Context: an optimization exercise on an open-source flow, tuned for small area, a short achievable clock period and few clock cycles per item. The choices shown serve that exercise and are no tape-out recipe. Where RTL was checked, it was by simulation tests only, not by an equivalence proof against the original. Power and IR drop assume default switching activity.

==> run a <==
## multserial
module multserial(input wire CLK,
                  input wire RST,
                  input wire MST,
                  input wire MSGN,
                  input wire [31:0] SRCA,
                  input wire [31:0] SRCB,
                  output wire [63:0] PROD,
                  output wire PRODV);
    wire [32:0] a = {MSGN & SRCA[31], SRCA};
    wire [34:0] b = {MSGN & SRCB[31], MSGN & SRCB[31], SRCB, 1'b0};   
    wire [15:0] neg, onen, twon;
    assign neg[0] = b[2];
    assign onen[0] = ~b[1];
    assign twon[0] = ~(b[2] & ~b[1]);
    benc u_benc1 (.x2(b[4]), .x1(b[3]), .x0(b[2]), .neg(neg[1]), .onen(onen[1]), .twon(twon[1]));
    benc u_benc2 (.x2(b[6]), .x1(b[5]), .x0(b[4]), .neg(neg[2]), .onen(onen[2]), .twon(twon[2]));
    benc u_benc3 (.x2(b[8]), .x1(b[7]), .x0(b[6]), .neg(neg[3]), .onen(onen[3]), .twon(twon[3]));
    benc u_benc4 (.x2(b[10]), .x1(b[9]), .x0(b[8]), .neg(neg[4]), .onen(onen[4]), .twon(twon[4]));
    benc u_benc5 (.x2(b[12]), .x1(b[11]), .x0(b[10]), .neg(neg[5]), .onen(onen[5]), .twon(twon[5]));
  ...
==> module benc, before the edit <==
module benc(input wire x2, input wire x1, input wire x0, output wire neg, output wire onen, output wire twon);
    wire d = x1 ^ x0;
    bneg u_neg (.x2(x2), .x1(x1), .x0(x0), .neg(neg));
    assign onen = ~d;
    assign twon = d | ~(x2 ^ x1);
endmodule
==> module bneg, before the edit <==
module bneg(input wire x2, input wire x1, input wire x0, output wire neg);
    assign neg = x2 & ~(x1 & x0);
endmodule
==> flow/config.mk <==
export PLATFORM = sky130hd
export DESIGN_NAME = multserial
export DESIGN_NICKNAME = multserial
export VERILOG_FILES = /design/flow/design.v
export SDC_FILE = /design/flow/constraint.sdc
export NUM_CORES = 4
export LEC_CHECK = 0
export CAP_MARGIN = 20
export CORE_MARGIN = 2
export CORE_UTILIZATION = 40
export PLACE_DENSITY = 0.7
export SLEW_MARGIN = 20
export SYNTH_HIERARCHICAL = 1
==> flow/constraint.sdc <==
create_clock -name core_clock -period 5.0 [get_ports {CLK}]
set_input_delay 1.0000 -clock core_clock [delete_from_list [all_inputs] [get_ports {CLK}]]
set_output_delay 1.0000 -clock core_clock [all_outputs]
set_load 0.01 [all_outputs]
standard.sh (not shown) runs the stock make flow with config.mk's settings and CLKGATE_MAP_FILE= SYNTH_SCRIPT=/design/flow/synth_recipe.tcl, a recipe that flattens the netlist after the stock synthesis.
==> flow/flow/run.sh <==
#!/bin/bash
set -e
export BUFFER_PORTS_ARGS="-buffer_cell sky130_fd_sc_hd__buf_2"
bash standard.sh finish > standard.log 2>&1
==> inputs of run b, as changes to run a <==
--- a/flow/design.v
+++ b/flow/design.v
@@ -1367,9 +1367,5 @@
 module benc(input wire x2, input wire x1, input wire x0, output wire neg, output wire onen, output wire twon);
-    wire d = x1 ^ x0;
-    bneg u_neg (.x2(x2), .x1(x1), .x0(x0), .neg(neg));
-    assign onen = ~d;
-    assign twon = d | ~(x2 ^ x1);
-endmodule
-module bneg(input wire x2, input wire x1, input wire x0, output wire neg);
     assign neg = x2 & ~(x1 & x0);
+    assign onen = ~(x1 ^ x0);
+    assign twon = ~((x2 & ~x1 & ~x0) | (~x2 & x1 & x0));
 endmodule
--- a/flow/config.mk
+++ b/flow/config.mk
@@ -10,3 +10,3 @@
 export CORE_UTILIZATION = 40
-export PLACE_DENSITY = 0.7
+export PLACE_DENSITY = 0.6
 export SLEW_MARGIN = 20
==> inputs of run c, as changes to run a <==
--- a/flow/design.v
+++ b/flow/design.v
@@ -1367,9 +1367,5 @@
 module benc(input wire x2, input wire x1, input wire x0, output wire neg, output wire onen, output wire twon);
-    wire d = x1 ^ x0;
-    bneg u_neg (.x2(x2), .x1(x1), .x0(x0), .neg(neg));
-    assign onen = ~d;
-    assign twon = d | ~(x2 ^ x1);
-endmodule
-module bneg(input wire x2, input wire x1, input wire x0, output wire neg);
     assign neg = x2 & ~(x1 & x0);
+    assign onen = ~(x1 ^ x0);
+    assign twon = ~((x2 & ~x1 & ~x0) | (~x2 & x1 & x0));
 endmodule
--- a/flow/config.mk
+++ b/flow/config.mk
@@ -10,3 +10,3 @@
 export CORE_UTILIZATION = 40
-export PLACE_DENSITY = 0.7
+export PLACE_DENSITY = 0.8
 export SLEW_MARGIN = 20
==> run summary <==
Run b went through all stages and came out clean. Run a completed without violations. Run c passed the timing, DRC and antenna checks. Non-clock buffer count, highest first: run b, run c, run a. In sequential power, run b and run c hardly differ. Synthesized area is the same in run c and run b. In count of clock-buffer cells in the layout, run a and run b do not differ. In synthesized cell count, run b and run c do not differ. In core utilization, run c and run b hardly differ. Combinational power is about the same in run c and run a. In clock skew, run a and run c do not differ. Of run c and run a, run c has the higher final cell count (gap 0.67%, measured against run a).
Testbench counts of run a, summed over its fixed seeds: cycles 2,000, items 2,000.
Testbench counts of run b, summed over its fixed seeds: cycles 2,000, items 2,000.
Testbench counts of run c, summed over its fixed seeds: cycles 2,000, items 2,000.

==> inputs of xenon <==
Another version of the RTL of multserial (not shown whole).
## multserial
module multserial(input wire CLK,
                  input wire RST,
                  input wire MST,
                  input wire MSGN,
                  input wire [31:0] SRCA,
                  input wire [31:0] SRCB,
                  output wire [63:0] PROD,
                  output wire PRODV);
    wire [32:0] a = {MSGN & SRCA[31], SRCA};
    wire [34:0] b = {MSGN & SRCB[31], MSGN & SRCB[31], SRCB, 1'b0};   
    wire [16:0] neg, onen, twon;
    benc u_benc0 (.x2(b[2]), .x1(b[1]), .x0(b[0]), .neg(neg[0]), .onen(onen[0]), .twon(twon[0]));
    benc u_benc1 (.x2(b[4]), .x1(b[3]), .x0(b[2]), .neg(neg[1]), .onen(onen[1]), .twon(twon[1]));
    benc u_benc2 (.x2(b[6]), .x1(b[5]), .x0(b[4]), .neg(neg[2]), .onen(onen[2]), .twon(twon[2]));
    benc u_benc3 (.x2(b[8]), .x1(b[7]), .x0(b[6]), .neg(neg[3]), .onen(onen[3]), .twon(twon[3]));
    benc u_benc4 (.x2(b[10]), .x1(b[9]), .x0(b[8]), .neg(neg[4]), .onen(onen[4]), .twon(twon[4]));
    benc u_benc5 (.x2(b[12]), .x1(b[11]), .x0(b[10]), .neg(neg[5]), .onen(onen[5]), .twon(twon[5]));
    benc u_benc6 (.x2(b[14]), .x1(b[13]), .x0(b[12]), .neg(neg[6]), .onen(onen[6]), .twon(twon[6]));
    benc u_benc7 (.x2(b[16]), .x1(b[15]), .x0(b[14]), .neg(neg[7]), .onen(onen[7]), .twon(twon[7]));
    benc u_benc8 (.x2(b[18]), .x1(b[17]), .x0(b[16]), .neg(neg[8]), .onen(onen[8]), .twon(twon[8]));
    benc u_benc9 (.x2(b[20]), .x1(b[19]), .x0(b[18]), .neg(neg[9]), .onen(onen[9]), .twon(twon[9]));
    benc u_benc10 (.x2(b[22]), .x1(b[21]), .x0(b[20]), .neg(neg[10]), .onen(onen[10]), .twon(twon[10]));
    benc u_benc11 (.x2(b[24]), .x1(b[23]), .x0(b[22]), .neg(neg[11]), .onen(onen[11]), .twon(twon[11]));
    benc u_benc12 (.x2(b[26]), .x1(b[25]), .x0(b[24]), .neg(neg[12]), .onen(onen[12]), .twon(twon[12]));
    benc u_benc13 (.x2(b[28]), .x1(b[27]), .x0(b[26]), .neg(neg[13]), .onen(onen[13]), .twon(twon[13]));
    benc u_benc14 (.x2(b[30]), .x1(b[29]), .x0(b[28]), .neg(neg[14]), .onen(onen[14]), .twon(twon[14]));
    benc u_benc15 (.x2(b[32]), .x1(b[31]), .x0(b[30]), .neg(neg[15]), .onen(onen[15]), .twon(twon[15]));
  ...
Settings: LEC_CHECK=0, CAP_MARGIN=20, CORE_MARGIN=2, CORE_UTILIZATION=40, PLACE_DENSITY=0.6, SLEW_MARGIN=20, SYNTH_HIERARCHICAL=1; clock period 5.0 ns.
Scripts as last shown in full above: flow/flow/run.sh
==> violet (differences from xenon) <==
==> flow/flow/run.sh (replaced) <==
#!/bin/bash
set -e
cp standard.sh flow/standard.sh.seen 2>/dev/null || true
export BUFFER_PORTS_ARGS="-buffer_cell sky130_fd_sc_hd__buf_2"
bash standard.sh finish > standard.log 2>&1
==> flow/flow/standard.sh.seen (new file) <==
#!/bin/bash
# The standard flow's own layout of this design, on the ORFS make targets given (by default finish). After
# finish it leaves the final layout's DEF at /design/flow/out/final.def.
set -euo pipefail
make -C /OpenROAD-flow-scripts/flow DESIGN_CONFIG=/design/flow/config.mk WORK_HOME=/design/flow/orfs CLKGATE_MAP_FILE= SYNTH_SCRIPT=/design/flow/synth_recipe.tcl CAP_MARGIN=20 CORE_MARGIN=2 CORE_UTILIZATION=40 PLACE_DENSITY=0.6 SLEW_MARGIN=20 SYNTH_HIERARCHICAL=1 "${@:-finish}"
if [[ -f /design/flow/orfs/results/sky130hd/multserial/base/6_final.odb ]]; then
  : # left out here: write the final layout as DEF
fi
==> results.yml <==
pwr:
  powerDensity_nw_per_um2: 645
placed_design:
  dp_hpwl_um: 78800
sta:
  timing.fmax_mhz: 208
  hold-worst-slack_ns: 0.470
  maxSlewHeadroom: 0.539
detailed_routing:
  drc_errors: 0
run_status:
  status: "no timing/DRC/antenna violations"
critical_path:
  reg2reg_slack_ns: 4.42
finish:
  clock_buffers: 17
(the above is from violet)
==> results.yml <==
critical_path:
  reg2reg_slack_ns: 4.42
detailed_routing:
  drc_errors: 0
finish:
  clock_buffers: 17
sta:
  maxSlewHeadroom: 0.539
  hold-worst-slack_ns: 0.470
  timing.fmax_mhz: 208
run_status:
  status: "no timing/DRC/antenna violations"
pwr:
  powerDensity_nw_per_um2: 645
(the above is from xenon)
Testbench counts of xenon, summed over its fixed seeds: cycles 2,000, items 2,000.
Testbench counts of violet, summed over its fixed seeds: cycles 2,000, items 2,000.

==> inputs of wip/delta <==
Another version of the RTL of multserial (not shown whole).
==> flow/design.v (excerpt) <==
module multserial(input wire CLK,
                  input wire RST,
                  input wire MST,
                  input wire MSGN,
                  input wire [31:0] SRCA,
                  input wire [31:0] SRCB,
                  output wire [63:0] PROD,
                  output wire PRODV);
    wire [32:0] a = {MSGN & SRCA[31], SRCA};
    wire [34:0] b = {MSGN & SRCB[31], MSGN & SRCB[31], SRCB, 1'b0};   
    wire [16:0] neg, onen, twon;
    benc u_benc0 (.x2(b[2]), .x1(b[1]), .x0(b[0]), .neg(neg[0]), .onen(onen[0]), .twon(twon[0]));
    benc u_benc1 (.x2(b[4]), .x1(b[3]), .x0(b[2]), .neg(neg[1]), .onen(onen[1]), .twon(twon[1]));
    benc u_benc2 (.x2(b[6]), .x1(b[5]), .x0(b[4]), .neg(neg[2]), .onen(onen[2]), .twon(twon[2]));
    benc u_benc3 (.x2(b[8]), .x1(b[7]), .x0(b[6]), .neg(neg[3]), .onen(onen[3]), .twon(twon[3]));
    benc u_benc4 (.x2(b[10]), .x1(b[9]), .x0(b[8]), .neg(neg[4]), .onen(onen[4]), .twon(twon[4]));
    benc u_benc5 (.x2(b[12]), .x1(b[11]), .x0(b[10]), .neg(neg[5]), .onen(onen[5]), .twon(twon[5]));
    benc u_benc6 (.x2(b[14]), .x1(b[13]), .x0(b[12]), .neg(neg[6]), .onen(onen[6]), .twon(twon[6]));
    benc u_benc7 (.x2(b[16]), .x1(b[15]), .x0(b[14]), .neg(neg[7]), .onen(onen[7]), .twon(twon[7]));
    benc u_benc8 (.x2(b[18]), .x1(b[17]), .x0(b[16]), .neg(neg[8]), .onen(onen[8]), .twon(twon[8]));
    benc u_benc9 (.x2(b[20]), .x1(b[19]), .x0(b[18]), .neg(neg[9]), .onen(onen[9]), .twon(twon[9]));
    benc u_benc10 (.x2(b[22]), .x1(b[21]), .x0(b[20]), .neg(neg[10]), .onen(onen[10]), .twon(twon[10]));
    benc u_benc11 (.x2(b[24]), .x1(b[23]), .x0(b[22]), .neg(neg[11]), .onen(onen[11]), .twon(twon[11]));
    benc u_benc12 (.x2(b[26]), .x1(b[25]), .x0(b[24]), .neg(neg[12]), .onen(onen[12]), .twon(twon[12]));
    benc u_benc13 (.x2(b[28]), .x1(b[27]), .x0(b[26]), .neg(neg[13]), .onen(onen[13]), .twon(twon[13]));
    benc u_benc14 (.x2(b[30]), .x1(b[29]), .x0(b[28]), .neg(neg[14]), .onen(onen[14]), .twon(twon[14]));
  ...
export LEC_CHECK = 0
export CAP_MARGIN = 0
export CORE_MARGIN = 2
export CORE_UTILIZATION = 40
export PLACE_DENSITY = 0.6
export SLEW_MARGIN = 0
export SYNTH_HIERARCHICAL = 1
create_clock -name core_clock -period 5.0 [get_ports {CLK}]
==> flow/flow/run.sh <==
#!/bin/bash
set -e
export BUFFER_PORTS_ARGS="-buffer_cell sky130_fd_sc_hd__buf_2"
bash standard.sh finish > standard.log 2>&1
==> wip/ember: changes against wip/delta <==
==> flow/flow/run.sh (replaced) <==
#!/bin/bash
set -e
export BUFFER_PORTS_ARGS="-buffer_cell sky130_fd_sc_hd__buf_2"
export RECOVER_POWER=100
bash standard.sh finish > standard.log 2>&1
--- a/flow/config.mk
+++ b/flow/config.mk
@@ -7,3 +7,3 @@
 export LEC_CHECK = 0
-export CAP_MARGIN = 0
+export CAP_MARGIN = 20
 export CORE_MARGIN = 2
@@ -11,3 +11,3 @@
 export PLACE_DENSITY = 0.6
-export SLEW_MARGIN = 0
+export SLEW_MARGIN = 20
 export SYNTH_HIERARCHICAL = 1
==> comparison <==
- wip/delta completed without violations. wip/ember completed, yet does not pass: max-capacitance violations, max-slew violations.
- Synthesized area is the same in wip/ember and wip/delta.
- Clock skew is the same in wip/ember and wip/delta.
- In combinational power, wip/delta and wip/ember hardly differ.
- In wire length, wip/delta and wip/ember hardly differ.
- In final cell count, wip/delta and wip/ember hardly differ.
- Count of clock-buffer cells in the layout is the same in wip/ember and wip/delta.
- Sequential power is about the same in wip/delta and wip/ember.
Function was not checked in any run of this note: the RTL went through the layout flow alone.

[port drivers added, routing unchanged]
No port has a modelled driver above. Below, the same layouts with a new extraction and two added sets of constraints.
Step 1: set_driving_cell puts a clkbuf_16 on CLK and a buf_2 on each other input, an assumption about the parent block.
Step 2 moves the port delays by t, midway between the first and last clock arrival at a register: inputs arrive t later, outputs are due t later. That takes back most of the time a late clock gives input paths.
Three values: no drivers, after step 1, after step 2; two values: the first two.
| run | t (ns) | setup WS [ns] | hold slack, ns | worst setup path after step 2 | worst register clock-pin slew, ns |
|---|---|---|---|---|---|
| run a | 0.554 | 0.259 / 0.201 / -0.132 | 0.475 / 0.475 / 0.475 | input to register | 0.07 / 0.07 |
| run b | 0.546 | 0.187 / 0.127 / -0.268 | 0.483 / 0.483 / 0.483 | input to register | 0.08 / 0.08 |
| run c | 0.519 | 0.293 / 0.257 / -0.211 | 0.511 / 0.511 / 0.511 | input to register | 0.07 / 0.07 |
| xenon | 0.548 | 0.201 / 0.133 / -0.246 | 0.470 / 0.470 / 0.470 | input to register | 0.08 / 0.08 |
| violet | 0.548 | 0.201 / 0.133 / -0.246 | 0.470 / 0.470 / 0.470 | input to register | 0.08 / 0.08 |
| wip/delta | 0.555 | 0.101 / 0.134 / -0.413 | 0.467 / 0.467 / 0.467 | input to register | 0.06 / 0.06 |
| wip/ember | 0.557 | 0.119 / 0.135 / -0.396 | 0.471 / 0.471 / 0.471 | input to register | 0.07 / 0.07 |
For wip/ember, which loses most, drivers alone change the setup slack by +0.016 ns; drivers and shift together by -0.515 ns.
